Context: an optimization exercise on an open-source flow, tuned for small area. The choices shown serve that exercise and are no tape-out recipe. Function was checked by simulation only, so behaviour that the tests miss may differ from the original. The clock port is modelled as an ideal driver; clocking choices that lean on that would not hold on a real chip. Power is estimated from default activity; no workload was simulated.

Setup of juniper:
## de1_soc_uart_top
module de1_soc_uart_top (
    input  wire        CLOCK_50,
    input  wire        reset_n,
    input  wire        serial_rx,
    output wire        serial_tx,
    input  wire [2:0]  baud_select,
    output wire        tx_busy_led
);
==> flow/config.mk <==
export PLATFORM = sky130hd
export DESIGN_NAME = de1_soc_uart_top
export DESIGN_NICKNAME = de1_soc_uart_top
export VERILOG_FILES = /design/flow/design.v
export SDC_FILE = /design/flow/constraint.sdc
export NUM_CORES = 4
export LEC_CHECK = 0
export CAP_MARGIN = 20
export CELL_PAD_IN_SITES_DETAIL_PLACEMENT = 0
export CELL_PAD_IN_SITES_GLOBAL_PLACEMENT = 1
export CORE_MARGIN = 2
export CORE_UTILIZATION = 65
export PLACE_DENSITY = 0.75
export SLEW_MARGIN = 20
==> flow/constraint.sdc <==
create_clock -name core_clock -period 20.0 [get_ports {CLOCK_50}]
set_input_delay 4.0000 -clock core_clock [delete_from_list [all_inputs] [get_ports {CLOCK_50}]]
set_output_delay 4.0000 -clock core_clock [all_outputs]
set_load 0.01 [all_outputs]
standard.sh (not shown) runs the stock make flow with config.mk's settings and CLKGATE_MAP_FILE= SYNTH_SCRIPT=/design/flow/synth_recipe.tcl, a recipe that flattens the netlist after the stock synthesis.
==> flow/flow/run.sh <==
#!/bin/bash
# The standard layout (standard.sh), with clock tree synthesis told to
# build leaf clusters of at most 18 sinks driven by clkbuf_8 and to insert
# no dummy loads: the ~2100 flip-flops otherwise get a clkbuf_16 per ~12
# sinks plus dummy loads. Port buffers are buf_1 rather than the
# clkdlybuf4s50_1 that buffer_ports picks by default. The full output goes
# to standard.log; ORFS's own per-step logs are under orfs/logs.
set -euo pipefail
export CTS_ARGS="-sink_clustering_enable -repair_clock_nets -dont_use_dummy_load -buf_list sky130_fd_sc_hd__clkbuf_8 -sink_clustering_size 18 -sink_clustering_max_diameter 50"
export BUFFER_PORTS_ARGS="-buffer_cell sky130_fd_sc_hd__buf_1"
bash standard.sh > standard.log 2>&1
No stage failed in juniper, and the final checks on the layout all came back clean.
[inputs] lagoon vs juniper
diff --git a/flow/flow/run.sh b/flow/flow/run.sh
--- a/flow/flow/run.sh
+++ b/flow/flow/run.sh
@@ -7,0 +8,2 @@
+# flow/post_cts.tcl, run by ORFS right after clock tree synthesis, turns
+# clkbuf_8s that drive at most 10 pins into clkbuf_4s.
@@ -10,0 +13 @@
+export POST_CTS_TCL="$PWD/flow/post_cts.tcl"
==> flow/flow/post_cts.tcl (new file) <==
# Downsize lightly loaded clock buffers: a clkbuf_8 whose net drives at most
# 10 pins becomes a clkbuf_4.
set n 0
foreach inst [get_cells -filter "ref_name == sky130_fd_sc_hd__clkbuf_8"] {
  set out [get_pins -of_objects $inst -filter "direction == output"]
  set net [get_nets -of_objects $out]
  set loads [llength [get_pins -of_objects $net -filter "direction == input"]]
  if {$loads <= 10} {
    replace_cell $inst sky130_fd_sc_hd__clkbuf_4
    incr n
  }
}
puts "post_cts: downsized $n clock buffers to clkbuf_4"
lagoon finished end to end and its layout was clean on timing, DRC and antenna. juniper finished every stage and its layout cleared the timing, DRC and antenna checks. lagoon vs. juniper: aggregate routed wire length did not really move; clock skew went up by 0.035 ns; part of the power in the clock network went down 0.9 points; minimum clock period after layout moved up; met3 routed wirelength decreased 35 um. Power: lagoon draws less than juniper. lagoon vs. juniper: hold slack dropped 0.016 ns; via count now sits at about the same level; cell area went down.
The following lists how fjord was set up differently from lagoon:
diff --git a/flow/flow/run.sh b/flow/flow/run.sh
--- a/flow/flow/run.sh
+++ b/flow/flow/run.sh
@@ -8,2 +7,0 @@
-# flow/post_cts.tcl, run by ORFS right after clock tree synthesis, turns
-# clkbuf_8s that drive at most 10 pins into clkbuf_4s.
Results
- From lagoon to fjord, cell area did not move at all.
- Summary of fjord over lagoon: delay of the slowest cell on the worst path comparable, portion of the layout cell area used by clock cells comparable.
- In terms of sequential share of layout area, fjord and lagoon differ only marginally.
- lagoon -> fjord: non-clock buffer instance count of the final layout delta 0, exact match

==> port drivers added, routing unchanged <==
The flow's constraints put no driver on any port. The routed layouts listed below were extracted and timed again, unchanged, in two steps.
Step 1 assumes that a clkbuf_16 drives the clock port and a buf_2 every other input.
Step 2 times the ports against the registers' clock, not the clock port: input delays grow and output delays shrink by t, the midpoint of the rising clock arrivals with the driver on.
a / b / c = ideal / step 1 / step 2; a / b = the first two.
run	t, ns	slack for setup (ns)	slew at the worst register clock pin (ns)
juniper	0.763	14.268 / 14.213 / 13.748	0.10 / 0.10
lagoon	0.779	14.240 / 14.185 / 13.724	0.10 / 0.10
fjord	0.779	14.240 / 14.185 / 13.724	0.10 / 0.10
After both steps setup and hold are still met in every run listed. For juniper, which loses most, drivers alone change the setup slack by -0.055 ns; drivers and shift together by -0.520 ns.
